From an optimization exercise on the open Yosys and OpenROAD flow, aimed at small area; shortcuts taken in it are not production practice.
At most, simulation tests tie the RTL to the original design; equivalence was not proved.
The RTL of run 1 was laid out without a check of its function.
Power figures rest on the tool's default switching activity, not on a simulated workload.

## flow/design.v (module list and top-level ports; edited modules follow where they fit)
// module DinoSprite: 192 lines
// module ObstacleSprite: 66 lines
// module GroundSprite: 232 lines
// module DigitSprite: 55 lines
// module TRexTop: 208 lines
module TRexTop(
    input  wire       clk,
    input  wire       btnR,
    input  wire       duckButton,
    input  wire       jumpButton,
    input  wire       restart,
    output wire       Hsync,
    output wire       Vsync,
    output wire [2:0] vgaRed,
    output wire [2:0] vgaGreen,
    output wire [1:0] vgaBlue,
    output wire       led,
    output wire       run,
    output wire       dead);
  // ...
==> flow/flow/run.sh <==
#!/bin/bash
# Own layout flow: the standard ORFS flow, with one change in synthesis:
# the combinational logic is mapped by ABC with an area-oriented script
# (flow/abc.script) instead of ORFS's delay-oriented abc_speed script.
# Everything else (the yosys passes, flip-flop mapping, flattening and
# renaming, floorplan, placement, CTS, routing) is the standard flow.
set -euo pipefail
W=$(pwd)
LOG=$W/own_flow.log
{
  echo "own flow: $(date)"
  # ORFS's synth.tcl with the ABC script argument replaced
  python3 - "$FLOW_HOME/scripts/synth.tcl" "$W/own_synth_orfs.tcl" <<'PY'
import sys
s = open(sys.argv[1]).read()
old = "  log_cmd abc {*}$abc_args\n"
assert s.count(old) == 1, "synth.tcl abc call not found"
new = ("  set abc_args [lreplace $abc_args 1 1 $::env(OWN_ABC_SCRIPT)]\n"
       "  log_cmd abc {*}$abc_args\n")
open(sys.argv[2], "w").write(s.replace(old, new))
PY
  # The standard flow's synthesis script, sourcing the patched synth.tcl
  grep -q 'source $::env(SCRIPTS_DIR)/synth.tcl' synth_recipe.tcl
  sed 's#source $::env(SCRIPTS_DIR)/synth.tcl#source '"$W"'/own_synth_orfs.tcl#' synth_recipe.tcl > own_synth.tcl
  # The standard layout command, with our synthesis script
  grep -q 'SYNTH_SCRIPT=' standard.sh
  sed 's#SYNTH_SCRIPT=[^ ]*#SYNTH_SCRIPT='"$W"'/own_synth.tcl#' standard.sh > own_standard.sh
  cat own_synth.tcl own_standard.sh
} > "$LOG" 2>&1
export OWN_ABC_SCRIPT=$W/flow/abc.script
bash own_standard.sh finish > "$W/own_make.log" 2>&1
echo "own flow done: $(date)" >> "$LOG"
==> flow/flow/abc.script <==
strash
&get -n
&fraig -x
&put
scorr
dc2
dretime
strash
&get -n
&dch -f
&nf -R 1000 -p
&put
strash
dc2
&get -n
&dch -f
&nf -R 1000 -p
&put
strash
dc2
&get -n
&dch -f
&nf -R 1000 -p
&put
strash
dc2
&get -n
&dch -f
&nf -R 1000 -p
&put
==> flow/standard.sh <==
#!/bin/bash
# synth_recipe.tcl (not shown) runs the flow's synth.tcl, then flattens the netlist and writes it again
# the make line also repeats each setting of config.mk as NAME=value (left out here)
make -C /OpenROAD-flow-scripts/flow DESIGN_CONFIG=/design/flow/config.mk WORK_HOME=/design/flow/orfs CLKGATE_MAP_FILE= SYNTH_SCRIPT=/design/flow/synth_recipe.tcl "${@:-finish}"
==> flow/config.mk <==
export PLATFORM = sky130hd
export DESIGN_NAME = TRexTop
export DESIGN_NICKNAME = TRexTop
export VERILOG_FILES = /design/flow/design.v
export SDC_FILE = /design/flow/constraint.sdc
export NUM_CORES = 4
export LEC_CHECK = 0
export CAP_MARGIN = 10
export CORE_MARGIN = 2
export CORE_UTILIZATION = 60
export SLEW_MARGIN = 10
export SYNTH_HIERARCHICAL = 1
==> flow/constraint.sdc <==
create_clock -name core_clock -period 40.0 [get_ports {clk}]
set_input_delay 8.0000 -clock core_clock [delete_from_list [all_inputs] [get_ports {clk}]]
set_output_delay 8.0000 -clock core_clock [all_outputs]
set_load 0.01 [all_outputs]
==> results.sh, run 1 <==
export IMPL_grt_util_met3_pct=13.8
export IMPL_reg2reg_slack_ps=33270
export IMPL_yosys_area_top_type="dfxtp_1"
export IMPL_ir_worst_vdd_uv=21.8
export IMPL_gp_congestion=1.07
export IMPL_final_cells=1903
export IMPL_clockPowerShare_pct=41.6
export IMPL_grt_setup_unrepaired="no"
export IMPL_synth_most_common_cell="nor2_1"
export IMPL_start_kind="input pin"
export IMPL_worstPathMaxFanout=67
export IMPL_p_switching_w=0.0000674
export IMPL_crit_cells=14
export IMPL_power_density_nw_per_um2=19.1
export IMPL_sh_seq_area_pct=17.1
export IMPL_intPower_w=0.000162
export IMPL_numCtsBuffers=9
export IMPL_track_usage_pct=42.8
export IMPL_dp_hpwl_mm=30.7
export IMPL_top_layer_used="met4"
export IMPL_n_fill_cell=1501
export IMPL_outcome="timing/DRC/antenna clean"
export IMPL_synth_area_sq_um=11000
export IMPL_cp_required_ps=40290
export IMPL_relSlewSlack_pct=25.0
export IMPL_cp_top_family="compound AO/OA/AOI/OAI gates"
export IMPL_nNonClkInverters=66
export IMPL_multi_input_area_share_pct=72.2
export IMPL_synth_xor_area_share_pct=5.00
export IMPL_cts_resized=0
export IMPL_wl_met2_mm=18.0
export IMPL_placed_cell_area_sq_um=11700
export IMPL_yosys_area_top_type_share_pct=18.7
export IMPL_ioPinCount=18
export IMPL_grt_pass1_wl_mm=68.6
export IMPL_synth_edf_count=0
==> module TRexTop, before the edit <==
module TRexTop(
    input  wire       clk,
    input  wire       btnR,
    input  wire       duckButton,
    input  wire       jumpButton,
    input  wire       restart,
    output wire       Hsync,
    output wire       Vsync,
    output wire [2:0] vgaRed,
    output wire [2:0] vgaGreen,
    output wire [1:0] vgaBlue,
    output wire       led,
    output wire       run,
    output wire       dead);
   wire rst = btnR;
   reg [9:0] hc;    
   reg [9:0] vc;    
   wire hend = (hc == 10'd799);
   always @(posedge clk) begin
      if (rst) begin
         hc <= 10'd0;
         vc <= 10'd0;
      end else if (hend) begin
         hc <= 10'd0;
         vc <= (vc == 10'd520) ? 10'd0 : vc + 10'd1;
      end else
         hc <= hc + 10'd1;
   end
   assign Hsync = (hc >= 10'd96);
   assign Vsync = (vc >= 10'd2);
   reg [2:0] q;
   reg [1:0] m3;
   always @(posedge clk) begin
      if (rst) begin
         q  <= 3'd0;
         m3 <= 2'd0;
      end else begin
         if (hend) q <= q + 3'd1;
         m3 <= (m3 == 2'd2) ? 2'd0 : m3 + 2'd1;
      end
   end
   wire anim      = q[0];                                   
   wire released  = q[2];                                   
   wire lo31      = (hc[4:0] == 5'd31);
   wire scoreTick = lo31 & ~(q[0] ^ hc[5]);                  
   wire [1:0] fph = q[1:0] + hc[6:5];
   wire frameTick = lo31 & (fph == 2'd1);                    
   wire moveTick  = (hc[1:0] == 2'd1) & (m3 == 2'd2);        
   reg js0, js1, jump; reg [5:0] jcnt;
   reg ds0, ds1, duck; reg [5:0] dcnt;
   always @(posedge clk) begin
      if (rst) begin
         js0 <= 1'b0; js1 <= 1'b0; ds0 <= 1'b0; ds1 <= 1'b0;
      end else begin
         js0 <= jumpButton; js1 <= js0;
         ds0 <= duckButton; ds1 <= ds0;
      end
   end
   always @(posedge clk) begin
      if (rst) begin
         jcnt <= 6'd0; jump <= 1'b0;
      end else if (js1 == jump)
         jcnt <= 6'd0;
      else begin
         jcnt <= jcnt + 6'd1;
         if (jcnt == 6'h3f) jump <= ~jump;
      end
   end
   always @(posedge clk) begin
      if (rst) begin
         dcnt <= 6'd0; duck <= 1'b0;
      end else if (ds1 == duck)
         dcnt <= 6'd0;
      else begin
         dcnt <= dcnt + 6'd1;
         if (dcnt == 6'h3f) duck <= ~duck;
      end
   end
   reg [1:0] st;      
   reg collided;
   always @(posedge clk) begin
      if (rst)
         st <= 2'b00;
      else case (st)
         2'b00: if (jump) st <= 2'b10;
         2'b10: if (collided) st <= 2'b01;
         2'b01: if (restart) st <= 2'b00;
         default: st <= 2'b00;
      endcase
   end
   assign run  = st[1];
   assign dead = st[0];
   assign led  = collided;
   reg [8:0] dy;
   reg signed [5:0] vel;
   reg isJumping;
   wire onGround = (dy >= 9'd391);
   always @(posedge clk) begin
      if (rst) begin
         dy <= 9'd391; isJumping <= 1'b0; vel <= 6'sd0;
      end else if (frameTick) begin
         case (st)
            2'b00: dy <= 9'd391;
            2'b10: begin
               if (isJumping) begin
                  if (onGround) begin
                     dy <= 9'd391; vel <= 6'sd0; isJumping <= 1'b0;
                  end else begin
                     vel <= vel + 6'sd1;
                     dy <= dy + {{3{vel[5]}}, vel};
                  end
               end else if (jump) begin
                  isJumping <= 1'b1; vel <= -6'sd17; dy <= dy - 9'd17;
               end else
                  dy <= 9'd391;
            end
            default: ;
         endcase
      end
   end
   wire runPose = ~rst & (st == 2'b10) & onGround;
   wire [5:0] pose;
   assign pose[0] = rst | (runPose & ~anim & duck);
   assign pose[1] = runPose & anim & ~duck;
   assign pose[2] = ~rst & (st == 2'b01);
   assign pose[3] = ~rst & ~(st == 2'b01) & ~runPose;
   assign pose[4] = runPose & ~anim & ~duck;
   assign pose[5] = runPose & anim & duck;
   wire [9:0] kd = {1'b0, dy} - vc;
   wire dkv = (kd[9:7] == 3'b000);
   wire dino_g, dino_w;
   DinoSprite dino(.ps(pose), .kv(dkv), .k(kd[6:0]), .hc(hc), .g(dino_g), .w(dino_w));
   reg [11:0] oz;
   wire ozInRange = (oz >= 12'd145) && (oz <= 12'd784);    
   always @(posedge clk) begin
      if (rst)
         oz <= 12'd824;
      else if (moveTick) begin
         case (st)
            2'b00: oz <= 12'd824;
            2'b10: if (ozInRange || released) oz <= (oz == 12'd144) ? 12'd2191 : oz - 12'd1;
                   else oz <= 12'd784;
            default: ;
         endcase
      end
   end
   wire [12:0] oc = {3'b000, hc} - {1'b0, oz};
   wire ocv = (oc[12:6] == 7'd0) & (oc[5:0] != 6'd0);
   wire obs_g, obs_w0;
   ObstacleSprite obs(.cv(ocv), .c(oc[5:0]), .vc(vc), .g(obs_g), .w(obs_w0));
   wire obs_w = obs_w0 & (hc <= 10'd178);    
   reg        gh;
   reg [10:0] gq;
   always @(posedge clk) begin
      if (rst) begin
         gh <= 1'b1; gq <= 11'd1056;
      end else if (moveTick) begin
         case (st)
            2'b10: if (gq == 11'd1199) begin gq <= 11'd0; gh <= ~gh; end
                   else gq <= gq + 11'd1;
            2'b01: ;
            default: begin gh <= 1'b1; gq <= 11'd1056; end
         endcase
      end
   end
   wire [11:0] gs = {2'b00, hc} + {1'b0, gq};
   wire gwrap = (gs >= 12'd1200);
   wire [10:0] gu = gwrap ? (gs[10:0] - 11'd1200) : gs[10:0];
   wire gnd_g;
   GroundSprite gnd(.u(gu), .h(gh ^ gwrap), .vc(vc), .g(gnd_g));
   reg [3:0] n1, n2, n3, n4;    
   always @(posedge clk) begin
      if (rst) begin
         n1 <= 4'd0; n2 <= 4'd0; n3 <= 4'd0; n4 <= 4'd0;
      end else if (scoreTick & st[1]) begin
         if (n4 == 4'd9) begin
            n4 <= 4'd0;
            if (n3 == 4'd9) begin
               n3 <= 4'd0;
               if (n2 == 4'd9) begin
                  n2 <= 4'd0;
                  n1 <= (n1 == 4'd9) ? 4'd0 : n1 + 4'd1;
               end else n2 <= n2 + 4'd1;
            end else n3 <= n3 + 4'd1;
         end else n4 <= n4 + 4'd1;
      end
   end
   wire [9:0] du = hc - 10'd645;
   wire r1 = (hc >= 10'd675), r2 = (hc >= 10'd705), r3 = (hc >= 10'd735);
   wire [6:0] dcg = du[6:0] - (r3 ? 7'd90 : r2 ? 7'd60 : r1 ? 7'd30 : 7'd0);
   wire [3:0] dsel = r3 ? n4 : r2 ? n3 : r1 ? n2 : n1;
   wire dval = (hc >= 10'd645) & (hc <= 10'd754) & (dcg <= 7'd19) & (vc >= 10'd62) & (vc <= 10'd82);
   wire num_g0;
   DigitSprite num(.d(dsel), .cg(dcg[4:0]), .vc(vc), .g(num_g0));
   wire num_g = dval & num_g0;
   wire inScreen = (hc >= 10'd145) & (hc <= 10'd784) & (vc >= 10'd32) & (vc <= 10'd511);
   wire grey  = dino_g | obs_g | gnd_g | num_g;
   wire white = dino_w | obs_w;
   reg pix;
   always @(posedge clk) begin
      pix <= inScreen & (white | ~grey);
      if (rst) collided <= 1'b0;
      else     collided <= dino_g & obs_g;
   end
   assign vgaRed   = {3{pix}};
   assign vgaGreen = {3{pix}};
   assign vgaBlue  = {2{pix}};
endmodule
==> run 2: changes to the inputs <==
--- a/flow/design.v
+++ b/flow/design.v
@@ -1,75 +1,76 @@
 module DinoSprite(input wire [5:0] ps, input wire kv, input wire [6:0] k, input wire [9:0] hc,
                   output wire g, output wire w);
   wire gr, wr;
-  wire hc_ge194 = (hc[9] | (hc[8] | (hc[7] & (hc[6] & (hc[5] | (hc[4] | (hc[3] | (hc[2] | hc[1]))))))));
-  wire hc_ge195 = (hc[9] | (hc[8] | (hc[7] & (hc[6] & (hc[5] | (hc[4] | (hc[3] | (hc[2] | (hc[1] & hc[0])))))))));
-  wire hc_ge198 = (hc[9] | (hc[8] | (hc[7] & (hc[6] & (hc[5] | (hc[4] | (hc[3] | (hc[2] & hc[1]))))))));
-  wire hc_ge199 = (hc[9] | (hc[8] | (hc[7] & (hc[6] & (hc[5] | (hc[4] | (hc[3] | (hc[2] & (hc[1] & hc[0])))))))));
-  wire hc_ge202 = (hc[9] | (hc[8] | (hc[7] & (hc[6] & (hc[5] | (hc[4] | (hc[3] & (hc[2] | hc[1]))))))));
-  wire hc_ge203 = (hc[9] | (hc[8] | (hc[7] & (hc[6] & (hc[5] | (hc[4] | (hc[3] & (hc[2] | (hc[1] & hc[0])))))))));
-  wire hc_ge206 = (hc[9] | (hc[8] | (hc[7] & (hc[6] & (hc[5] | (hc[4] | (hc[3] & (hc[2] & hc[1]))))))));
-  wire hc_ge207 = (hc[9] | (hc[8] | (hc[7] & (hc[6] & (hc[5] | (hc[4] | (hc[3] & (hc[2] & (hc[1] & hc[0])))))))));
-  wire hc_ge210 = (hc[9] | (hc[8] | (hc[7] & (hc[6] & (hc[5] | (hc[4] & (hc[3] | (hc[2] | hc[1]))))))));
-  wire hc_ge211 = (hc[9] | (hc[8] | (hc[7] & (hc[6] & (hc[5] | (hc[4] & (hc[3] | (hc[2] | (hc[1] & hc[0])))))))));
-  wire hc_ge212 = (hc[9] | (hc[8] | (hc[7] & (hc[6] & (hc[5] | (hc[4] & (hc[3] | hc[2])))))));
-  wire hc_ge214 = (hc[9] | (hc[8] | (hc[7] & (hc[6] & (hc[5] | (hc[4] & (hc[3] | (hc[2] & hc[1]))))))));
-  wire hc_ge215 = (hc[9] | (hc[8] | (hc[7] & (hc[6] & (hc[5] | (hc[4] & (hc[3] | (hc[2] & (hc[1] & hc[0])))))))));
-  wire hc_ge216 = (hc[9] | (hc[8] | (hc[7] & (hc[6] & (hc[5] | (hc[4] & hc[3]))))));
-  wire hc_ge218 = (hc[9] | (hc[8] | (hc[7] & (hc[6] & (hc[5] | (hc[4] & (hc[3] & (hc[2] | hc[1]))))))));
-  wire hc_ge219 = (hc[9] | (hc[8] | (hc[7] & (hc[6] & (hc[5] | (hc[4] & (hc[3] & (hc[2] | (hc[1] & hc[0])))))))));
-  wire hc_ge221 = (hc[9] | (hc[8] | (hc[7] & (hc[6] & (hc[5] | (hc[4] & (hc[3] & (hc[2] & (hc[1] | hc[0])))))))));
-  wire hc_ge222 = (hc[9] | (hc[8] | (hc[7] & (hc[6] & (hc[5] | (hc[4] & (hc[3] & (hc[2] & hc[1]))))))));
-  wire hc_ge223 = (hc[9] | (hc[8] | (hc[7] & (hc[6] & (hc[5] | (hc[4] & (hc[3] & (hc[2] & (hc[1] & hc[0])))))))));
-  wire hc_ge224 = (hc[9] | (hc[8] | (hc[7] & (hc[6] & hc[5]))));
-  wire hc_ge226 = (hc[9] | (hc[8] | (hc[7] & (hc[6] & (hc[5] & (hc[4] | (hc[3] | (hc[2] | hc[1]))))))));
-  wire hc_ge227 = (hc[9] | (hc[8] | (hc[7] & (hc[6] & (hc[5] & (hc[4] | (hc[3] | (hc[2] | (hc[1] & hc[0])))))))));
-  wire hc_ge228 = (hc[9] | (hc[8] | (hc[7] & (hc[6] & (hc[5] & (hc[4] | (hc[3] | hc[2])))))));
-  wire hc_ge229 = (hc[9] | (hc[8] | (hc[7] & (hc[6] & (hc[5] & (hc[4] | (hc[3] | (hc[2] & (hc[1] | hc[0])))))))));
-  wire hc_ge230 = (hc[9] | (hc[8] | (hc[7] & (hc[6] & (hc[5] & (hc[4] | (hc[3] | (hc[2] & hc[1]))))))));
-  wire hc_ge231 = (hc[9] | (hc[8] | (hc[7] & (hc[6] & (hc[5] & (hc[4] | (hc[3] | (hc[2] & (hc[1] & hc[0])))))))));
-  wire hc_ge232 = (hc[9] | (hc[8] | (hc[7] & (hc[6] & (hc[5] & (hc[4] | hc[3]))))));
-  wire hc_ge233 = (hc[9] | (hc[8] | (hc[7] & (hc[6] & (hc[5] & (hc[4] | (hc[3] & (hc[2] | (hc[1] | hc[0])))))))));
-  wire hc_ge235 = (hc[9] | (hc[8] | (hc[7] & (hc[6] & (hc[5] & (hc[4] | (hc[3] & (hc[2] | (hc[1] & hc[0])))))))));
-  wire hc_ge236 = (hc[9] | (hc[8] | (hc[7] & (hc[6] & (hc[5] & (hc[4] | (hc[3] & hc[2])))))));
-  wire hc_ge239 = (hc[9] | (hc[8] | (hc[7] & (hc[6] & (hc[5] & (hc[4] | (hc[3] & (hc[2] & (hc[1] & hc[0])))))))));
-  wire hc_ge240 = (hc[9] | (hc[8] | (hc[7] & (hc[6] & (hc[5] & hc[4])))));
-  wire hc_ge241 = (hc[9] | (hc[8] | (hc[7] & (hc[6] & (hc[5] & (hc[4] & (hc[3] | (hc[2] | (hc[1] | hc[0])))))))));
-  wire hc_ge242 = (hc[9] | (hc[8] | (hc[7] & (hc[6] & (hc[5] & (hc[4] & (hc[3] | (hc[2] | hc[1]))))))));
-  wire hc_ge243 = (hc[9] | (hc[8] | (hc[7] & (hc[6] & (hc[5] & (hc[4] & (hc[3] | (hc[2] | (hc[1] & hc[0])))))))));
-  wire hc_ge244 = (hc[9] | (hc[8] | (hc[7] & (hc[6] & (hc[5] & (hc[4] & (hc[3] | hc[2])))))));
-  wire hc_ge245 = (hc[9] | (hc[8] | (hc[7] & (hc[6] & (hc[5] & (hc[4] & (hc[3] | (hc[2] & (hc[1] | hc[0])))))))));
-  wire hc_ge246 = (hc[9] | (hc[8] | (hc[7] & (hc[6] & (hc[5] & (hc[4] & (hc[3] | (hc[2] & hc[1]))))))));
-  wire hc_ge248 = (hc[9] | (hc[8] | (hc[7] & (hc[6] & (hc[5] & (hc[4] & hc[3]))))));
-  wire hc_ge249 = (hc[9] | (hc[8] | (hc[7] & (hc[6] & (hc[5] & (hc[4] & (hc[3] & (hc[2] | (hc[1] | hc[0])))))))));
-  wire hc_ge250 = (hc[9] | (hc[8] | (hc[7] & (hc[6] & (hc[5] & (hc[4] & (hc[3] & (hc[2] | hc[1]))))))));
-  wire hc_ge251 = (hc[9] | (hc[8] | (hc[7] & (hc[6] & (hc[5] & (hc[4] & (hc[3] & (hc[2] | (hc[1] & hc[0])))))))));
-  wire hc_ge252 = (hc[9] | (hc[8] | (hc[7] & (hc[6] & (hc[5] & (hc[4] & (hc[3] & hc[2])))))));
-  wire hc_ge254 = (hc[9] | (hc[8] | (hc[7] & (hc[6] & (hc[5] & (hc[4] & (hc[3] & (hc[2] & hc[1]))))))));
-  wire hc_ge255 = (hc[9] | (hc[8] | (hc[7] & (hc[6] & (hc[5] & (hc[4] & (hc[3] & (hc[2] & (hc[1] & hc[0])))))))));
-  wire hc_ge257 = (hc[9] | (hc[8] & (hc[7] | (hc[6] | (hc[5] | (hc[4] | (hc[3] | (hc[2] | (hc[1] | hc[0])))))))));
-  wire hc_ge258 = (hc[9] | (hc[8] & (hc[7] | (hc[6] | (hc[5] | (hc[4] | (hc[3] | (hc[2] | hc[1]))))))));
-  wire hc_ge259 = (hc[9] | (hc[8] & (hc[7] | (hc[6] | (hc[5] | (hc[4] | (hc[3] | (hc[2] | (hc[1] & hc[0])))))))));
-  wire hc_ge260 = (hc[9] | (hc[8] & (hc[7] | (hc[6] | (hc[5] | (hc[4] | (hc[3] | hc[2])))))));
-  wire hc_ge262 = (hc[9] | (hc[8] & (hc[7] | (hc[6] | (hc[5] | (hc[4] | (hc[3] | (hc[2] & hc[1]))))))));
-  wire hc_ge263 = (hc[9] | (hc[8] & (hc[7] | (hc[6] | (hc[5] | (hc[4] | (hc[3] | (hc[2] & (hc[1] & hc[0])))))))));
-  wire hc_ge264 = (hc[9] | (hc[8] & (hc[7] | (hc[6] | (hc[5] | (hc[4] | hc[3]))))));
-  wire hc_ge269 = (hc[9] | (hc[8] & (hc[7] | (hc[6] | (hc[5] | (hc[4] | (hc[3] & (hc[2] & (hc[1] | hc[0])))))))));
-  wire hc_ge270 = (hc[9] | (hc[8] & (hc[7] | (hc[6] | (hc[5] | (hc[4] | (hc[3] & (hc[2] & hc[1]))))))));
-  wire hc_ge273 = (hc[9] | (hc[8] & (hc[7] | (hc[6] | (hc[5] | (hc[4] & (hc[3] | (hc[2] | (hc[1] | hc[0])))))))));
-  wire hc_ge274 = (hc[9] | (hc[8] & (hc[7] | (hc[6] | (hc[5] | (hc[4] & (hc[3] | (hc[2] | hc[1]))))))));
-  wire hc_ge276 = (hc[9] | (hc[8] & (hc[7] | (hc[6] | (hc[5] | (hc[4] & (hc[3] | hc[2])))))));
-  wire hc_ge278 = (hc[9] | (hc[8] & (hc[7] | (hc[6] | (hc[5] | (hc[4] & (hc[3] | (hc[2] & hc[1]))))))));
-  wire hc_ge281 = (hc[9] | (hc[8] & (hc[7] | (hc[6] | (hc[5] | (hc[4] & (hc[3] & (hc[2] | (hc[1] | hc[0])))))))));
-  wire hc_ge288 = (hc[9] | (hc[8] & (hc[7] | (hc[6] | hc[5]))));
-  wire hc_ge300 = (hc[9] | (hc[8] & (hc[7] | (hc[6] | (hc[5] & (hc[4] | (hc[3] & hc[2])))))));
-  wire hc_ge304 = (hc[9] | (hc[8] & (hc[7] | (hc[6] | (hc[5] & hc[4])))));
-  wire hc_ge308 = (hc[9] | (hc[8] & (hc[7] | (hc[6] | (hc[5] & (hc[4] & (hc[3] | hc[2])))))));
-  wire hc_ge322 = (hc[9] | (hc[8] & (hc[7] | (hc[6] & (hc[5] | (hc[4] | (hc[3] | (hc[2] | hc[1]))))))));
+  wire [9:0] cx = hc - 10'd194;    
+  wire cv = (cx[9:7] == 3'd0);
+  wire [6:0] cd = cx[6:0];
+  wire cd_ge1 = (cd[6] | (cd[5] | (cd[4] | (cd[3] | (cd[2] | (cd[1] | cd[0]))))));
+  wire cd_ge106 = (cd[6] & (cd[5] & (cd[4] | (cd[3] & (cd[2] | cd[1])))));
+  wire cd_ge110 = (cd[6] & (cd[5] & (cd[4] | (cd[3] & (cd[2] & cd[1])))));
+  wire cd_ge114 = (cd[6] & (cd[5] & (cd[4] & (cd[3] | (cd[2] | cd[1])))));
+  wire cd_ge12 = (cd[6] | (cd[5] | (cd[4] | (cd[3] & cd[2]))));
+  wire cd_ge13 = (cd[6] | (cd[5] | (cd[4] | (cd[3] & (cd[2] & (cd[1] | cd[0]))))));
+  wire cd_ge16 = (cd[6] | (cd[5] | cd[4]));
+  wire cd_ge17 = (cd[6] | (cd[5] | (cd[4] & (cd[3] | (cd[2] | (cd[1] | cd[0]))))));
+  wire cd_ge18 = (cd[6] | (cd[5] | (cd[4] & (cd[3] | (cd[2] | cd[1])))));
+  wire cd_ge20 = (cd[6] | (cd[5] | (cd[4] & (cd[3] | cd[2]))));
+  wire cd_ge21 = (cd[6] | (cd[5] | (cd[4] & (cd[3] | (cd[2] & (cd[1] | cd[0]))))));
+  wire cd_ge22 = (cd[6] | (cd[5] | (cd[4] & (cd[3] | (cd[2] & cd[1])))));
+  wire cd_ge24 = (cd[6] | (cd[5] | (cd[4] & cd[3])));
+  wire cd_ge25 = (cd[6] | (cd[5] | (cd[4] & (cd[3] & (cd[2] | (cd[1] | cd[0]))))));
+  wire cd_ge27 = (cd[6] | (cd[5] | (cd[4] & (cd[3] & (cd[2] | (cd[1] & cd[0]))))));
+  wire cd_ge28 = (cd[6] | (cd[5] | (cd[4] & (cd[3] & cd[2]))));
+  wire cd_ge29 = (cd[6] | (cd[5] | (cd[4] & (cd[3] & (cd[2] & (cd[1] | cd[0]))))));
+  wire cd_ge30 = (cd[6] | (cd[5] | (cd[4] & (cd[3] & (cd[2] & cd[1])))));
+  wire cd_ge32 = (cd[6] | cd[5]);
+  wire cd_ge33 = (cd[6] | (cd[5] & (cd[4] | (cd[3] | (cd[2] | (cd[1] | cd[0]))))));
+  wire cd_ge34 = (cd[6] | (cd[5] & (cd[4] | (cd[3] | (cd[2] | cd[1])))));
+  wire cd_ge35 = (cd[6] | (cd[5] & (cd[4] | (cd[3] | (cd[2] | (cd[1] & cd[0]))))));
+  wire cd_ge36 = (cd[6] | (cd[5] & (cd[4] | (cd[3] | cd[2]))));
+  wire cd_ge37 = (cd[6] | (cd[5] & (cd[4] | (cd[3] | (cd[2] & (cd[1] | cd[0]))))));
+  wire cd_ge38 = (cd[6] | (cd[5] & (cd[4] | (cd[3] | (cd[2] & cd[1])))));
+  wire cd_ge39 = (cd[6] | (cd[5] & (cd[4] | (cd[3] | (cd[2] & (cd[1] & cd[0]))))));
+  wire cd_ge4 = (cd[6] | (cd[5] | (cd[4] | (cd[3] | cd[2]))));
+  wire cd_ge41 = (cd[6] | (cd[5] & (cd[4] | (cd[3] & (cd[2] | (cd[1] | cd[0]))))));
+  wire cd_ge42 = (cd[6] | (cd[5] & (cd[4] | (cd[3] & (cd[2] | cd[1])))));
+  wire cd_ge45 = (cd[6] | (cd[5] & (cd[4] | (cd[3] & (cd[2] & (cd[1] | cd[0]))))));
+  wire cd_ge46 = (cd[6] | (cd[5] & (cd[4] | (cd[3] & (cd[2] & cd[1])))));
+  wire cd_ge47 = (cd[6] | (cd[5] & (cd[4] | (cd[3] & (cd[2] & (cd[1] & cd[0]))))));
+  wire cd_ge48 = (cd[6] | (cd[5] & cd[4]));
+  wire cd_ge49 = (cd[6] | (cd[5] & (cd[4] & (cd[3] | (cd[2] | (cd[1] | cd[0]))))));
+  wire cd_ge5 = (cd[6] | (cd[5] | (cd[4] | (cd[3] | (cd[2] & (cd[1] | cd[0]))))));
+  wire cd_ge50 = (cd[6] | (cd[5] & (cd[4] & (cd[3] | (cd[2] | cd[1])))));
+  wire cd_ge51 = (cd[6] | (cd[5] & (cd[4] & (cd[3] | (cd[2] | (cd[1] & cd[0]))))));
+  wire cd_ge52 = (cd[6] | (cd[5] & (cd[4] & (cd[3] | cd[2]))));
+  wire cd_ge54 = (cd[6] | (cd[5] & (cd[4] & (cd[3] | (cd[2] & cd[1])))));
+  wire cd_ge55 = (cd[6] | (cd[5] & (cd[4] & (cd[3] | (cd[2] & (cd[1] & cd[0]))))));
+  wire cd_ge56 = (cd[6] | (cd[5] & (cd[4] & cd[3])));
+  wire cd_ge57 = (cd[6] | (cd[5] & (cd[4] & (cd[3] & (cd[2] | (cd[1] | cd[0]))))));
+  wire cd_ge58 = (cd[6] | (cd[5] & (cd[4] & (cd[3] & (cd[2] | cd[1])))));
+  wire cd_ge60 = (cd[6] | (cd[5] & (cd[4] & (cd[3] & cd[2]))));
+  wire cd_ge61 = (cd[6] | (cd[5] & (cd[4] & (cd[3] & (cd[2] & (cd[1] | cd[0]))))));
+  wire cd_ge63 = (cd[6] | (cd[5] & (cd[4] & (cd[3] & (cd[2] & (cd[1] & cd[0]))))));
+  wire cd_ge64 = cd[6];
+  wire cd_ge65 = (cd[6] & (cd[5] | (cd[4] | (cd[3] | (cd[2] | (cd[1] | cd[0]))))));
+  wire cd_ge66 = (cd[6] & (cd[5] | (cd[4] | (cd[3] | (cd[2] | cd[1])))));
+  wire cd_ge68 = (cd[6] & (cd[5] | (cd[4] | (cd[3] | cd[2]))));
+  wire cd_ge69 = (cd[6] & (cd[5] | (cd[4] | (cd[3] | (cd[2] & (cd[1] | cd[0]))))));
+  wire cd_ge70 = (cd[6] & (cd[5] | (cd[4] | (cd[3] | (cd[2] & cd[1])))));
+  wire cd_ge75 = (cd[6] & (cd[5] | (cd[4] | (cd[3] & (cd[2] | (cd[1] & cd[0]))))));
+  wire cd_ge76 = (cd[6] & (cd[5] | (cd[4] | (cd[3] & cd[2]))));
+  wire cd_ge79 = (cd[6] & (cd[5] | (cd[4] | (cd[3] & (cd[2] & (cd[1] & cd[0]))))));
+  wire cd_ge8 = (cd[6] | (cd[5] | (cd[4] | cd[3])));
+  wire cd_ge80 = (cd[6] & (cd[5] | cd[4]));
+  wire cd_ge82 = (cd[6] & (cd[5] | (cd[4] & (cd[3] | (cd[2] | cd[1])))));
+  wire cd_ge84 = (cd[6] & (cd[5] | (cd[4] & (cd[3] | cd[2]))));
+  wire cd_ge87 = (cd[6] & (cd[5] | (cd[4] & (cd[3] | (cd[2] & (cd[1] & cd[0]))))));
+  wire cd_ge9 = (cd[6] | (cd[5] | (cd[4] | (cd[3] & (cd[2] | (cd[1] | cd[0]))))));
+  wire cd_ge94 = (cd[6] & (cd[5] | (cd[4] & (cd[3] & (cd[2] & cd[1])))));
   wire k_ge1 = (k[6] | (k[5] | (k[4] | (k[3] | (k[2] | (k[1] | k[0]))))));
   wire k_ge10 = (k[6] | (k[5] | (k[4] | (k[3] & (k[2] | k[1])))));
   wire k_ge12 = (k[6] | (k[5] | (k[4] | (k[3] & k[2]))));
   wire k_ge14 = (k[6] | (k[5] | (k[4] | (k[3] & (k[2] & k[1])))));
   wire k_ge16 = (k[6] | (k[5] | k[4]));
   wire k_ge18 = (k[6] | (k[5] | (k[4] & (k[3] | (k[2] | k[1])))));
   wire k_ge20 = (k[6] | (k[5] | (k[4] & (k[3] | k[2]))));
   wire k_ge22 = (k[6] | (k[5] | (k[4] & (k[3] | (k[2] & k[1])))));
@@ -95,105 +96,105 @@
   wire k_ge78 = (k[6] & (k[5] | (k[4] | (k[3] & (k[2] & k[1])))));
   wire k_ge8 = (k[6] | (k[5] | (k[4] | k[3])));
   wire k_ge80 = (k[6] & (k[5] | k[4]));
   wire k_ge82 = (k[6] & (k[5] | (k[4] & (k[3] | (k[2] | k[1])))));
   wire k_ge84 = (k[6] & (k[5] | (k[4] & (k[3] | k[2]))));
   wire k_ge86 = (k[6] & (k[5] | (k[4] & (k[3] | (k[2] & k[1])))));
   wire k_ge90 = (k[6] & (k[5] | (k[4] & (k[3] & (k[2] | k[1])))));
   assign gr =
-      (ps[2] | ps[3] | ps[4]) & k_ge4 & ~k_ge48 & hc_ge219 & ~hc_ge222
-    | (ps[2] | ps[3] | ps[4]) & k_ge4 & ~k_ge8 & hc_ge219 & ~hc_ge226
-    | ps[0] & k_ge4 & ~k_ge8 & hc_ge221 & ~hc_ge228
-    | ps[0] & k_ge4 & ~k_ge20 & hc_ge221 & ~hc_ge224
-    | ps[5] & k_ge4 & ~k_ge52 & hc_ge233 & ~hc_ge236
-    | ps[5] & k_ge4 & ~k_ge8 & hc_ge233 & ~hc_ge240
-    | (ps[1] | ps[2] | ps[3]) & k_ge4 & ~k_ge86 & hc_ge239 & ~hc_ge242
-    | (ps[1] | ps[2] | ps[3]) & k_ge4 & ~k_ge8 & hc_ge239 & ~hc_ge246
-    | (ps[2] | ps[3] | ps[4]) & k_ge12 & ~k_ge48 & hc_ge219 & ~hc_ge226
-    | (ps[0] | ps[5]) & k_ge12 & ~k_ge16 & hc_ge221 & ~hc_ge228
-    | ps[1] & k_ge12 & ~k_ge16 & hc_ge223 & ~hc_ge230
-    | ps[5] & k_ge12 & ~k_ge52 & hc_ge233 & ~hc_ge240
-    | (ps[0] | ps[5]) & k_ge14 & ~k_ge52 & hc_ge257 & ~hc_ge260
-    | (ps[0] | ps[5]) & k_ge14 & ~k_ge18 & hc_ge257 & ~hc_ge264
-    | (ps[1] | ps[2] | ps[3] | ps[4]) & k_ge16 & ~k_ge48 & hc_ge219 & ~hc_ge226
-    | k_ge16 & ~k_ge20 & hc_ge221 & ~hc_ge224
-    | ps[0] & k_ge16 & ~k_ge48 & hc_ge223 & ~hc_ge232
-    | (ps[2] | ps[3] | ps[4]) & k_ge16 & ~k_ge52 & hc_ge223 & ~hc_ge230
-    | ps[5] & k_ge16 & ~k_ge52 & hc_ge233 & ~hc_ge244
-    | (ps[1] | ps[2] | ps[3]) & k_ge16 & ~k_ge60 & hc_ge235 & ~hc_ge242
-    | ps[4] & k_ge16 & ~k_ge20 & hc_ge239 & ~hc_ge248
-    | ps[0] & k_ge16 & ~k_ge20 & hc_ge241 & ~hc_ge250
-    | (ps[1] | ps[2] | ps[3] | ps[4]) & k_ge20 & ~k_ge44 & hc_ge215 & ~hc_ge242
-    | (ps[0] | ps[5]) & k_ge20 & ~k_ge48 & hc_ge223 & ~hc_ge246
-    | (ps[1] | ps[2] | ps[3] | ps[4]) & k_ge20 & ~k_ge56 & hc_ge229 & ~hc_ge242
-    | (ps[0] | ps[5]) & k_ge22 & ~k_ge48 & hc_ge223 & ~hc_ge264
-    | (ps[1] | ps[2] | ps[3] | ps[4]) & k_ge24 & ~k_ge44 & hc_ge211 & ~hc_ge246
-    | k_ge24 & ~k_ge48 & hc_ge219 & ~hc_ge246
-    | (ps[1] | ps[2] | ps[3] | ps[4]) & k_ge24 & ~k_ge86 & hc_ge239 & ~hc_ge246
-    | (ps[0] | ps[5]) & k_ge24 & ~k_ge28 & hc_ge273 & ~hc_ge300
-    | (ps[1] | ps[2] | ps[3] | ps[4]) & k_ge28 & ~k_ge44 & hc_ge207 & ~hc_ge250
-    | (ps[0] | ps[5]) & k_ge28 & ~k_ge44 & hc_ge215 & ~hc_ge288
-    | (ps[0] | ps[5]) & k_ge28 & ~k_ge50 & hc_ge269 & ~hc_ge276
-    | (ps[1] | ps[2] | ps[3] | ps[4]) & k_ge32 & ~k_ge48 & hc_ge203 & ~hc_ge210
-    | k_ge32 & ~k_ge44 & hc_ge211 & ~hc_ge250
-    | (ps[0] | ps[5]) & k_ge32 & ~k_ge50 & hc_ge281 & ~hc_ge308
-    | (ps[1] | ps[2] | ps[3] | ps[4]) & k_ge34 & ~k_ge60 & hc_ge235 & ~hc_ge254
-    | (ps[1] | ps[3] | ps[4]) & k_ge34 & ~k_ge80 & hc_ge239 & ~hc_ge254
-    | (ps[1] | ps[2] | ps[3] | ps[4]) & k_ge36 & ~k_ge60 & hc_ge199 & ~hc_ge202
-    | (ps[1] | ps[2] | ps[3] | ps[4]) & k_ge36 & ~k_ge52 & hc_ge199 & ~hc_ge206
-    | k_ge36 & ~k_ge44 & hc_ge207 & ~hc_ge254
-    | (ps[0] | ps[5]) & k_ge40 & ~k_ge48 & hc_ge203 & ~hc_ge276
-    | k_ge44 & ~k_ge56 & hc_ge199 & ~hc_ge202
-    | (ps[0] | ps[5]) & k_ge44 & ~k_ge52 & hc_ge199 & ~hc_ge210
-    | k_ge44 & ~k_ge48 & hc_ge259 & ~hc_ge262
-    | (ps[1] | ps[2] | ps[3] | ps[4]) & k_ge48 & ~k_ge52 & hc_ge223 & ~hc_ge262
-    | k_ge48 & ~k_ge52 & hc_ge227 & ~hc_ge260
-    | (ps[0] | ps[5]) & k_ge48 & ~k_ge54 & hc_ge273 & ~hc_ge304
-    | (ps[1] | ps[2] | ps[3] | ps[4]) & k_ge60 & ~k_ge64 & hc_ge239 & ~hc_ge270
-    | (ps[1] | ps[2] | ps[3] | ps[4]) & k_ge60 & ~k_ge76 & hc_ge239 & ~hc_ge258
-    | ps[2] & k_ge64 & ~k_ge86 & hc_ge255 & ~hc_ge278
-    | (ps[1] | ps[3] | ps[4]) & k_ge68 & ~k_ge86 & hc_ge251 & ~hc_ge278
-    | ps[2] & k_ge78 & ~k_ge82 & hc_ge249 & ~hc_ge252
-    | (ps[1] | ps[2] | ps[3] | ps[4]) & k_ge84 & ~k_ge90 & hc_ge243 & ~hc_ge274;
+      (ps[2] | ps[3] | ps[4]) & k_ge4 & ~k_ge48 & cd_ge25 & ~cd_ge28
+    | (ps[2] | ps[3] | ps[4]) & k_ge4 & ~k_ge8 & cd_ge25 & ~cd_ge32
+    | ps[0] & k_ge4 & ~k_ge8 & cd_ge27 & ~cd_ge34
+    | ps[0] & k_ge4 & ~k_ge20 & cd_ge27 & ~cd_ge30
+    | ps[5] & k_ge4 & ~k_ge52 & cd_ge39 & ~cd_ge42
+    | ps[5] & k_ge4 & ~k_ge8 & cd_ge39 & ~cd_ge46
+    | (ps[1] | ps[2] | ps[3]) & k_ge4 & ~k_ge86 & cd_ge45 & ~cd_ge48
+    | (ps[1] | ps[2] | ps[3]) & k_ge4 & ~k_ge8 & cd_ge45 & ~cd_ge52
+    | (ps[2] | ps[3] | ps[4]) & k_ge12 & ~k_ge48 & cd_ge25 & ~cd_ge32
+    | (ps[0] | ps[5]) & k_ge12 & ~k_ge16 & cd_ge27 & ~cd_ge34
+    | ps[1] & k_ge12 & ~k_ge16 & cd_ge29 & ~cd_ge36
+    | ps[5] & k_ge12 & ~k_ge52 & cd_ge39 & ~cd_ge46
+    | (ps[0] | ps[5]) & k_ge14 & ~k_ge52 & cd_ge63 & ~cd_ge66
+    | (ps[0] | ps[5]) & k_ge14 & ~k_ge18 & cd_ge63 & ~cd_ge70
+    | (ps[1] | ps[2] | ps[3] | ps[4]) & k_ge16 & ~k_ge48 & cd_ge25 & ~cd_ge32
+    | k_ge16 & ~k_ge20 & cd_ge27 & ~cd_ge30
+    | ps[0] & k_ge16 & ~k_ge48 & cd_ge29 & ~cd_ge38
+    | (ps[2] | ps[3] | ps[4]) & k_ge16 & ~k_ge52 & cd_ge29 & ~cd_ge36
+    | ps[5] & k_ge16 & ~k_ge52 & cd_ge39 & ~cd_ge50
+    | (ps[1] | ps[2] | ps[3]) & k_ge16 & ~k_ge60 & cd_ge41 & ~cd_ge48
+    | ps[4] & k_ge16 & ~k_ge20 & cd_ge45 & ~cd_ge54
+    | ps[0] & k_ge16 & ~k_ge20 & cd_ge47 & ~cd_ge56
+    | (ps[1] | ps[2] | ps[3] | ps[4]) & k_ge20 & ~k_ge44 & cd_ge21 & ~cd_ge48
+    | (ps[0] | ps[5]) & k_ge20 & ~k_ge48 & cd_ge29 & ~cd_ge52
+    | (ps[1] | ps[2] | ps[3] | ps[4]) & k_ge20 & ~k_ge56 & cd_ge35 & ~cd_ge48
+    | (ps[0] | ps[5]) & k_ge22 & ~k_ge48 & cd_ge29 & ~cd_ge70
+    | (ps[1] | ps[2] | ps[3] | ps[4]) & k_ge24 & ~k_ge44 & cd_ge17 & ~cd_ge52
+    | k_ge24 & ~k_ge48 & cd_ge25 & ~cd_ge52
+    | (ps[1] | ps[2] | ps[3] | ps[4]) & k_ge24 & ~k_ge86 & cd_ge45 & ~cd_ge52
+    | (ps[0] | ps[5]) & k_ge24 & ~k_ge28 & cd_ge79 & ~cd_ge106
+    | (ps[1] | ps[2] | ps[3] | ps[4]) & k_ge28 & ~k_ge44 & cd_ge13 & ~cd_ge56
+    | (ps[0] | ps[5]) & k_ge28 & ~k_ge44 & cd_ge21 & ~cd_ge94
+    | (ps[0] | ps[5]) & k_ge28 & ~k_ge50 & cd_ge75 & ~cd_ge82
+    | (ps[1] | ps[2] | ps[3] | ps[4]) & k_ge32 & ~k_ge48 & cd_ge9 & ~cd_ge16
+    | k_ge32 & ~k_ge44 & cd_ge17 & ~cd_ge56
+    | (ps[0] | ps[5]) & k_ge32 & ~k_ge50 & cd_ge87 & ~cd_ge114
+    | (ps[1] | ps[2] | ps[3] | ps[4]) & k_ge34 & ~k_ge60 & cd_ge41 & ~cd_ge60
+    | (ps[1] | ps[3] | ps[4]) & k_ge34 & ~k_ge80 & cd_ge45 & ~cd_ge60
+    | (ps[1] | ps[2] | ps[3] | ps[4]) & k_ge36 & ~k_ge60 & cd_ge5 & ~cd_ge8
+    | (ps[1] | ps[2] | ps[3] | ps[4]) & k_ge36 & ~k_ge52 & cd_ge5 & ~cd_ge12
+    | k_ge36 & ~k_ge44 & cd_ge13 & ~cd_ge60
+    | (ps[0] | ps[5]) & k_ge40 & ~k_ge48 & cd_ge9 & ~cd_ge82
+    | k_ge44 & ~k_ge56 & cd_ge5 & ~cd_ge8
+    | (ps[0] | ps[5]) & k_ge44 & ~k_ge52 & cd_ge5 & ~cd_ge16
+    | k_ge44 & ~k_ge48 & cd_ge65 & ~cd_ge68
+    | (ps[1] | ps[2] | ps[3] | ps[4]) & k_ge48 & ~k_ge52 & cd_ge29 & ~cd_ge68
+    | k_ge48 & ~k_ge52 & cd_ge33 & ~cd_ge66
+    | (ps[0] | ps[5]) & k_ge48 & ~k_ge54 & cd_ge79 & ~cd_ge110
+    | (ps[1] | ps[2] | ps[3] | ps[4]) & k_ge60 & ~k_ge64 & cd_ge45 & ~cd_ge76
+    | (ps[1] | ps[2] | ps[3] | ps[4]) & k_ge60 & ~k_ge76 & cd_ge45 & ~cd_ge64
+    | ps[2] & k_ge64 & ~k_ge86 & cd_ge61 & ~cd_ge84
+    | (ps[1] | ps[3] | ps[4]) & k_ge68 & ~k_ge86 & cd_ge57 & ~cd_ge84
+    | ps[2] & k_ge78 & ~k_ge82 & cd_ge55 & ~cd_ge58
+    | (ps[1] | ps[2] | ps[3] | ps[4]) & k_ge84 & ~k_ge90 & cd_ge49 & ~cd_ge80;
   assign wr =
-      (ps[0] | ps[5]) & ~k_ge32 & hc_ge194 & ~hc_ge206
-    | (ps[0] | ps[5]) & ~k_ge36 & hc_ge194 & ~hc_ge202
-    | (ps[0] | ps[5]) & ~k_ge40 & hc_ge194 & ~hc_ge198
-    | (ps[0] | ps[5]) & ~k_ge24 & hc_ge194 & ~hc_ge212
-    | (ps[0] | ps[5]) & ~k_ge14 & hc_ge194 & ~hc_ge216
-    | (ps[0] | ps[5]) & ~k_ge28 & hc_ge194 & ~hc_ge210
-    | ~k_ge28 & hc_ge194 & ~hc_ge206
-    | ~k_ge32 & hc_ge194 & ~hc_ge202
-    | ~k_ge24 & hc_ge194 & ~hc_ge210
-    | ps[1] & ~k_ge12 & hc_ge194 & ~hc_ge218
-    | ~k_ge36 & hc_ge194 & ~hc_ge198
-    | (ps[1] | ps[2] | ps[3] | ps[4]) & ~k_ge16 & hc_ge194 & ~hc_ge214
-    | ps[1] & ~k_ge8 & hc_ge194 & ~hc_ge322
-    | (ps[1] | ps[5]) & ~k_ge8 & hc_ge194 & ~hc_ge228
-    | (ps[1] | ps[2] | ps[3] | ps[4]) & ~k_ge12 & hc_ge231 & ~hc_ge322
-    | (ps[2] | ps[3] | ps[4]) & ~k_ge16 & hc_ge231 & ~hc_ge322
-    | (ps[0] | ps[1] | ps[2] | ps[3] | ps[4]) & ~k_ge16 & hc_ge233 & ~hc_ge240
-    | (ps[0] | ps[1] | ps[2] | ps[3] | ps[4]) & ~k_ge12 & hc_ge233 & ~hc_ge252
-    | ~k_ge10 & hc_ge245 & ~hc_ge322
-    | (ps[1] | ps[2] | ps[3] | ps[4] | ps[5]) & ~k_ge16 & hc_ge245 & ~hc_ge252
-    | (ps[1] | ps[2] | ps[3] | ps[4] | ps[5]) & ~k_ge18 & hc_ge249 & ~hc_ge252
-    | (ps[2] | ps[3] | ps[4]) & k_ge8 & ~k_ge12 & hc_ge227 & ~hc_ge322
-    | k_ge8 & ~k_ge12 & hc_ge241 & ~hc_ge252
-    | (ps[0] | ps[5]) & k_ge18 & ~k_ge24 & hc_ge194 & ~hc_ge216
-    | (ps[1] | ps[2] | ps[3] | ps[4]) & k_ge52 & hc_ge207 & ~hc_ge218
-    | (ps[0] | ps[5]) & k_ge52 & ~k_ge60 & hc_ge215 & ~hc_ge222
-    | (ps[0] | ps[5]) & k_ge56 & ~k_ge60 & hc_ge207 & ~hc_ge322
-    | k_ge56 & ~k_ge60 & hc_ge207 & ~hc_ge224
-    | (ps[1] | ps[2] | ps[3] | ps[4]) & k_ge60 & hc_ge194 & ~hc_ge198
-    | (ps[1] | ps[2] | ps[3] | ps[4]) & k_ge60 & hc_ge207 & ~hc_ge230
-    | k_ge64 & hc_ge194 & ~hc_ge322;
-  wire hb = hc_ge195 & ((ps[0] | ps[5]) ? (~hc_ge263 & k_ge1 & ~k_ge61) : (~hc_ge233 & k_ge1 & ~k_ge70));
-  assign g = kv & gr;
-  assign w = kv & hb & ~gr & ~wr;
+      (ps[0] | ps[5]) & ~k_ge32 & ~cd_ge12
+    | (ps[0] | ps[5]) & ~k_ge36 & ~cd_ge8
+    | (ps[0] | ps[5]) & ~k_ge40 & ~cd_ge4
+    | (ps[0] | ps[5]) & ~k_ge24 & ~cd_ge18
+    | (ps[0] | ps[5]) & ~k_ge14 & ~cd_ge22
+    | (ps[0] | ps[5]) & ~k_ge28 & ~cd_ge16
+    | ~k_ge28 & ~cd_ge12
+    | ~k_ge32 & ~cd_ge8
+    | ~k_ge24 & ~cd_ge16
+    | ps[1] & ~k_ge12 & ~cd_ge24
+    | ~k_ge36 & ~cd_ge4
+    | (ps[1] | ps[2] | ps[3] | ps[4]) & ~k_ge16 & ~cd_ge20
+    | ps[1] & ~k_ge8
+    | (ps[1] | ps[5]) & ~k_ge8 & ~cd_ge34
+    | (ps[1] | ps[2] | ps[3] | ps[4]) & ~k_ge12 & cd_ge37
+    | (ps[2] | ps[3] | ps[4]) & ~k_ge16 & cd_ge37
+    | (ps[0] | ps[1] | ps[2] | ps[3] | ps[4]) & ~k_ge16 & cd_ge39 & ~cd_ge46
+    | (ps[0] | ps[1] | ps[2] | ps[3] | ps[4]) & ~k_ge12 & cd_ge39 & ~cd_ge58
+    | ~k_ge10 & cd_ge51
+    | (ps[1] | ps[2] | ps[3] | ps[4] | ps[5]) & ~k_ge16 & cd_ge51 & ~cd_ge58
+    | (ps[1] | ps[2] | ps[3] | ps[4] | ps[5]) & ~k_ge18 & cd_ge55 & ~cd_ge58
+    | (ps[2] | ps[3] | ps[4]) & k_ge8 & ~k_ge12 & cd_ge33
+    | k_ge8 & ~k_ge12 & cd_ge47 & ~cd_ge58
+    | (ps[0] | ps[5]) & k_ge18 & ~k_ge24 & ~cd_ge22
+    | (ps[1] | ps[2] | ps[3] | ps[4]) & k_ge52 & cd_ge13 & ~cd_ge24
+    | (ps[0] | ps[5]) & k_ge52 & ~k_ge60 & cd_ge21 & ~cd_ge28
+    | (ps[0] | ps[5]) & k_ge56 & ~k_ge60 & cd_ge13
+    | k_ge56 & ~k_ge60 & cd_ge13 & ~cd_ge30
+    | (ps[1] | ps[2] | ps[3] | ps[4]) & k_ge60 & ~cd_ge4
+    | (ps[1] | ps[2] | ps[3] | ps[4]) & k_ge60 & cd_ge13 & ~cd_ge36
+    | k_ge64;
+  wire hb = cd_ge1 & ((ps[0] | ps[5]) ? (~cd_ge69 & k_ge1 & ~k_ge61) : (~cd_ge39 & k_ge1 & ~k_ge70));
+  assign g = kv & cv & gr;
+  assign w = kv & cv & hb & ~gr & ~wr;
 endmodule
 module ObstacleSprite(input wire cv, input wire [5:0] c, input wire [9:0] vc,
                       output wire g, output wire w);
   wire gr, wr;
   wire c_ge10 = (c[5] | (c[4] | (c[3] & (c[2] | c[1]))));
   wire c_ge12 = (c[5] | (c[4] | (c[3] & c[2])));
   wire c_ge13 = (c[5] | (c[4] | (c[3] & (c[2] & (c[1] | c[0])))));
   wire c_ge15 = (c[5] | (c[4] | (c[3] & (c[2] & (c[1] & c[0])))));
@@ -596,34 +597,36 @@
    always @(posedge clk) begin
       if (rst) begin
          js0 <= 1'b0; js1 <= 1'b0; ds0 <= 1'b0; ds1 <= 1'b0;
       end else begin
          js0 <= jumpButton; js1 <= js0;
          ds0 <= duckButton; ds1 <= ds0;
       end
    end
+   wire jz = (jcnt[4:0] == 5'd0);
+   wire dz = (dcnt[4:0] == 5'd0);
    always @(posedge clk) begin
       if (rst) begin
          jcnt <= 6'd0; jump <= 1'b0;
       end else if (js1 == jump)
          jcnt <= 6'd0;
       else begin
-         jcnt <= jcnt + 6'd1;
-         if (jcnt == 6'h3f) jump <= ~jump;
+         jcnt <= {jcnt[4:0], jcnt[5] ^ jcnt[4] ^ jz};
+         if (jcnt[5] & jz) jump <= ~jump;
       end
    end
    always @(posedge clk) begin
       if (rst) begin
          dcnt <= 6'd0; duck <= 1'b0;
       end else if (ds1 == duck)
          dcnt <= 6'd0;
       else begin
-         dcnt <= dcnt + 6'd1;
-         if (dcnt == 6'h3f) duck <= ~duck;
+         dcnt <= {dcnt[4:0], dcnt[5] ^ dcnt[4] ^ dz};
+         if (dcnt[5] & dz) duck <= ~duck;
       end
    end
    reg [1:0] st;      
    reg collided;
    always @(posedge clk) begin
       if (rst)
          st <= 2'b00;
       else case (st)
@@ -631,43 +634,74 @@
          2'b10: if (collided) st <= 2'b01;
          2'b01: if (restart) st <= 2'b00;
          default: st <= 2'b00;
       endcase
    end
    assign run  = st[1];
    assign dead = st[0];
    assign led  = collided;
-   reg [8:0] dy;
-   reg signed [5:0] vel;
-   reg isJumping;
-   wire onGround = (dy >= 9'd391);
+   reg [5:0] jp;
+   wire onGround = (jp == 6'd0) | (jp == 6'd37) | (jp == 6'd38);    
    always @(posedge clk) begin
-      if (rst) begin
-         dy <= 9'd391; isJumping <= 1'b0; vel <= 6'sd0;
-      end else if (frameTick) begin
+      if (rst)
+         jp <= 6'd0;
+      else if (frameTick) begin
          case (st)
-            2'b00: dy <= 9'd391;
-            2'b10: begin
-               if (isJumping) begin
-                  if (onGround) begin
-                     dy <= 9'd391; vel <= 6'sd0; isJumping <= 1'b0;
-                  end else begin
-                     vel <= vel + 6'sd1;
-                     dy <= dy + {{3{vel[5]}}, vel};
-                  end
-               end else if (jump) begin
-                  isJumping <= 1'b1; vel <= -6'sd17; dy <= dy - 9'd17;
-               end else
-                  dy <= 9'd391;
-            end
+            2'b00: if (jp != 6'd0) jp <= 6'd38;
+            2'b10: if (jp == 6'd0) begin
+                      if (jump) jp <= 6'd1;
+                   end else if (jp >= 6'd37)
+                      jp <= 6'd0;
+                   else
+                      jp <= jp + 6'd1;
             default: ;
          endcase
       end
    end
+   wire [8:0] dy =
+      ({9{jp == 6'd0}} & 9'd391) |
+      ({9{jp == 6'd1}} & 9'd374) |
+      ({9{jp == 6'd2}} & 9'd357) |
+      ({9{jp == 6'd3}} & 9'd341) |
+      ({9{jp == 6'd4}} & 9'd326) |
+      ({9{jp == 6'd5}} & 9'd312) |
+      ({9{jp == 6'd6}} & 9'd299) |
+      ({9{jp == 6'd7}} & 9'd287) |
+      ({9{jp == 6'd8}} & 9'd276) |
+      ({9{jp == 6'd9}} & 9'd266) |
+      ({9{jp == 6'd10}} & 9'd257) |
+      ({9{jp == 6'd11}} & 9'd249) |
+      ({9{jp == 6'd12}} & 9'd242) |
+      ({9{jp == 6'd13}} & 9'd236) |
+      ({9{jp == 6'd14}} & 9'd231) |
+      ({9{jp == 6'd15}} & 9'd227) |
+      ({9{jp == 6'd16}} & 9'd224) |
+      ({9{jp == 6'd17}} & 9'd222) |
+      ({9{jp == 6'd18}} & 9'd221) |
+      ({9{jp == 6'd19}} & 9'd221) |
+      ({9{jp == 6'd20}} & 9'd222) |
+      ({9{jp == 6'd21}} & 9'd224) |
+      ({9{jp == 6'd22}} & 9'd227) |
+      ({9{jp == 6'd23}} & 9'd231) |
+      ({9{jp == 6'd24}} & 9'd236) |
+      ({9{jp == 6'd25}} & 9'd242) |
+      ({9{jp == 6'd26}} & 9'd249) |
+      ({9{jp == 6'd27}} & 9'd257) |
+      ({9{jp == 6'd28}} & 9'd266) |
+      ({9{jp == 6'd29}} & 9'd276) |
+      ({9{jp == 6'd30}} & 9'd287) |
+      ({9{jp == 6'd31}} & 9'd299) |
+      ({9{jp == 6'd32}} & 9'd312) |
+      ({9{jp == 6'd33}} & 9'd326) |
+      ({9{jp == 6'd34}} & 9'd341) |
+      ({9{jp == 6'd35}} & 9'd357) |
+      ({9{jp == 6'd36}} & 9'd374) |
+      ({9{jp == 6'd37}} & 9'd392) |
+      ({9{jp == 6'd38}} & 9'd391);
    wire runPose = ~rst & (st == 2'b10) & onGround;
    wire [5:0] pose;
    assign pose[0] = rst | (runPose & ~anim & duck);
    assign pose[1] = runPose & anim & ~duck;
    assign pose[2] = ~rst & (st == 2'b01);
    assign pose[3] = ~rst & ~(st == 2'b01) & ~runPose;
    assign pose[4] = runPose & ~anim & ~duck;
    assign pose[5] = runPose & anim & duck;
@@ -684,18 +718,18 @@
          case (st)
             2'b00: oz <= 12'd824;
             2'b10: if (ozInRange || released) oz <= (oz == 12'd144) ? 12'd2191 : oz - 12'd1;
                    else oz <= 12'd784;
             default: ;
          endcase
       end
    end
-   wire [12:0] oc = {3'b000, hc} - {1'b0, oz};
-   wire ocv = (oc[12:6] == 7'd0) & (oc[5:0] != 6'd0);
+   wire [10:0] oc = {1'b0, hc} - {1'b0, oz[9:0]};
+   wire ocv = (oz[11:10] == 2'b00) & (oc[10:6] == 5'd0) & (oc[5:0] != 6'd0);
    wire obs_g, obs_w0;
    ObstacleSprite obs(.cv(ocv), .c(oc[5:0]), .vc(vc), .g(obs_g), .w(obs_w0));
    wire obs_w = obs_w0 & (hc <= 10'd178);    
    reg        gh;
    reg [10:0] gq;
    always @(posedge clk) begin
       if (rst) begin
          gh <= 1'b1; gq <= 11'd1056;
--- a/flow/flow/run.sh
+++ b/flow/flow/run.sh
@@ -1,12 +1,13 @@
 #!/bin/bash
 # Own layout flow: the standard ORFS flow, with one change in synthesis:
 # the combinational logic is mapped by ABC with an area-oriented script
-# (flow/abc.script) instead of ORFS's delay-oriented abc_speed script.
+# (flow/abc.script: &deepsyn, then repeated choice computation and area-
+# recovering mapping) instead of ORFS's delay-oriented abc_speed script.
 # Everything else (the yosys passes, flip-flop mapping, flattening and
 # renaming, floorplan, placement, CTS, routing) is the standard flow.
 set -euo pipefail
 W=$(pwd)
 LOG=$W/own_flow.log
 {
   echo "own flow: $(date)"
   # ORFS's synth.tcl with the ABC script argument replaced
--- a/flow/flow/abc.script
+++ b/flow/flow/abc.script
@@ -1,8 +1,12 @@
+strash
+&get -n
+&deepsyn -T 180
+&put
 strash
 &get -n
 &fraig -x
 &put
 scorr
 dc2
 dretime
 strash
==> flow/config.mk (replaced) <==
export PLATFORM = sky130hd
export DESIGN_NAME = TRexTop
export DESIGN_NICKNAME = TRexTop
export VERILOG_FILES = /design/flow/design.v
export SDC_FILE = /design/flow/constraint.sdc
export NUM_CORES = 4
export LEC_CHECK = 0
export CAP_MARGIN = 10
export CORE_MARGIN = 2
export CORE_UTILIZATION = 60
export CTS_BUF_LIST = sky130_fd_sc_hd__clkbuf_8
export GPL_TIMING_DRIVEN = 0
export SLEW_MARGIN = 10
==> run 2 against run 1 <==
Compared with the run above:
- sequential power fell by 8%
- clock power decreased by about 30%
- count of clock-buffer cells in the layout did not move
- still clean on timing, DRC and antenna
- non-clock buffer count is 26 lower
- die area down 14%
- final area down 16%
- highest routed layer unchanged
==> results.sh, run 2 <==
export IMPL_tns_ps=0
export IMPL_num_antenna_cells=0
export IMPL_final_max_slew_viol_count=0
export IMPL_drc=0
export IMPL_first_global_vias=10100
export IMPL_final_nets=1481
export IMPL_dp_slack_ps=28680
export IMPL_synthCells=1375
export IMPL_cts_tree="done"
export IMPL_min_delay_path_class="register to register"
export IMPL_drtAntennaViolNets=0
export IMPL_final_common_cell="nor2_1"
export IMPL_layout_common_cells="nor2_1, nand2_1, a21oi_1"
export IMPL_synth_area_sq_um=9450
export IMPL_ir_worst_vdd_uv=25.5
export IMPL_cp_cell_sequence="buf_2 > buf_12 > nor2b_1 > and2_0 > o22ai_1 > a221oi_1 > nand4_1 > o21ai_0 > nand4_1 > a21oi_1 > o32ai_1 > nand2_1 > nand4_1 > a21oi_1 > o211ai_1 > a21oi_1"
export IMPL_multiInputGateArea_sq_um=7320
export IMPL_grt_antenna_before_repair=0
export IMPL_cp_required_ps=40310
export IMPL_path_clk_slew_ps=110
export IMPL_dp_hpwl_mm=23.7
export IMPL_largest_reg_flops=12
export IMPL_outcome="timing/DRC/antenna clean"
export IMPL_cts_resized=0
export IMPL_cts_sinks=93
export IMPL_seqCellArea_sq_um=1860
export IMPL_drive_above_1_share_pct=2.06
export IMPL_crit_path_max_incr_delay_ps=620
export IMPL_synth_common_cells="nor2_1, nand2_1, a21oi_1"
export IMPL_period_minus_slack_ps=11170
export IMPL_die_y_um=129
export IMPL_htreeDepth=3
export IMPL_cts_setup_buffers=0
export IMPL_wirelength_mm=31.8
export IMPL_fin_skew_ps=15.2
export IMPL_top_regs="oz: 12 flops, gq: 11 flops"
export IMPL_cts_root_buffer="clkbuf_8"
export IMPL_layout_setup_ws_ps=28830
export IMPL_synth_edf_count=0
export IMPL_synthToLayoutAreaGrowth_pct=7.21
export IMPL_fp_row_count=45
export IMPL_cellLeakagePower_nw=3.63
export IMPL_async_flop_share_pct=0
export IMPL_synth_nets=1452
export IMPL_n_fill_cell=1397
export IMPL_power_density_nw_per_um2=21.0
export IMPL_placed_cell_area_sq_um=9900
export IMPL_track_usage_pct=37.8
export IMPL_regMostFlops="oz"
export IMPL_die_area_sq_um=16800
export IMPL_cp_slowest_cell="and2_0"
export IMPL_worstPathMaxFanout=38
export IMPL_ys_seq_area_share_pct=19.7
export IMPL_grt_pass1_wl_mm=51.0
export IMPL_gr_total_overflow=0
export IMPL_dr_pass1_iters=8
export IMPL_grt_max_degree=39
export IMPL_final_cells=1620
export IMPL_fmax_ghz=0.0895
export IMPL_synth_most_common_cell="nor2_1"
export IMPL_via_per_inst=6.94
export IMPL_io_buffers=17
export IMPL_crit_buf_inv=2
export IMPL_yosys_area_top_type="dfxtp_1"
export IMPL_yosys_area_top_type_share_pct=19.7
export IMPL_ioPinCount=18
export IMPL_relSlewSlack_pct=18.5
export IMPL_gp_congestion=1.12
export IMPL_clockBufferDepth=2
export IMPL_endpoint_kind="register"
export IMPL_drv_cap=0
export IMPL_worst_pin_slew_ps=1220
export IMPL_path_class="input pin to register"
export IMPL_start_util_pct=61.7
export IMPL_finalHoldViolations=0
export IMPL_arrival_ps=11490
export IMPL_core_area_sq_um=15300
export IMPL_numCtsBuffers=9
export IMPL_synth_area_per_cell_sq_um=6.87
export IMPL_ys_flop_type="dfxtp_1"
export IMPL_insertion_delay_ps=400
export IMPL_final_core_util_pct=66.1
export IMPL_finalSetupViolCount=0
export IMPL_cp_top_family="simple AND/OR/NAND/NOR gates"
export IMPL_synthTopCellsByArea="dfxtp_1, ha_1, a21oi_1, nor2_1, nand2_1"
export IMPL_place_inst=1604
export IMPL_synth_warnings=1
export IMPL_stdcell_area_sq_um=10100
export IMPL_die_w_um=129
export IMPL_fin_crit_sh_pct=27.9
export IMPL_start_kind="input pin"
export IMPL_grt_setup_unrepaired="no"
export IMPL_yosysUniqueCellTypes=60
export IMPL_dr_first_iter_drc_count=1954
export IMPL_synth_seq_cells=93
export IMPL_vias=11200
export IMPL_cts_hold_buf=0
export IMPL_wl_per_cell_um=19.6
-- run 2: final timing paths --
path / startpoint / to / slack (ps) / cells past startpoint
hold / removal: ds0 / ds1 / 450 / 1
setup reg to reg: jp[0] / pix / 32850 / 26
hold reg to reg: ds0 / ds1 / 450 / 1
setup / recovery: btnR / pix / 28830 / 16
-- run 2: kinds of logic (layout without fill, tap and decap cells) --
kind of cell	after synthesis	count (layout)	share of synthesized area [%]
muxes	4	4	0.450
and+or+nand+nor	651	651	32.9
AOI/OAI and AO/OA	424	424	28.3
adders and majority gates	72	72	9.86
DFF	93	93	19.7
buffers and inverters	69	103	3.06
xor gates and xnor gates	62	62	5.75
-- run 2: through the flow --
| stage | hold slack, ps | power, W |
|---|---|---|
| 6_report | 447 | 0.000213 |
| 3_5_place_dp | 425 | 0.000145 |
| 4_1_cts | 452 | 0.000211 |
| 3_3_place_gp | 414 | 0.000146 |
| 5_1_grt | 478 | 0.000221 |
| 2_1_floorplan | 405 | 0.000131 |
-- run 2: cell type report --
cell class | instances | area share [%]
timing repair buffer | 18 | 1.83
buffer | 8 | 0.593
sequential | 93 | 18.4
inverter | 61 | 2.26
clock buffer | 9 | 1.22
multi-input combinational | 1213 | 72.2
clock inverter | 7 | 0.853
tap | 211 | 2.61
-- run 2: report_power, final --
part           switching, W  leakage [nW]  internal [W]
Combinational     0.0000350          2.77     0.0000159
Sequential       0.00000162         0.752     0.0000937
Clock             0.0000416         0.105     0.0000252
-- run 2: routing by layer --
metal / GRT usage [%] / vias to the layer above / part of all wire, %
met5: 0 / - / 0
met4: 17.6 / 0 / 5.2
met3: 7.39 / 184 / 11
met2: 60.0 / 817 / 44
met1: 49.5 / 5075 / 40
li1: - / 5171 / -

[port drivers added, routing unchanged]
No port has a modelled driver above. Below, the same layouts with a new extraction and two added sets of constraints.
Step 1 sets driving cells, clkbuf_16 on the clock port and buf_2 on the other inputs (assumed; they add their load-dependent delay and slew).
Step 2 adds t to the input delays and takes it off the output delays; t is the mean of the earliest and latest rising clock arrival at the registers after step 1. Input paths then give back, and output paths get back, about the clock's delay inside the block.
Three values: ideal, step 1, step 2; two values: the first two.
run	shift t [ns]	setup slack, ns	worst setup path after step 2
run 1	0.399	27.774 / 27.793 / 27.394	input to register
run 2	0.437	28.826 / 28.848 / 28.411	input to register
After both steps setup and hold are still met in every run listed. The setup slack of run 2, which loses most, moves by +0.022 ns with the drivers and by -0.415 ns with both steps.
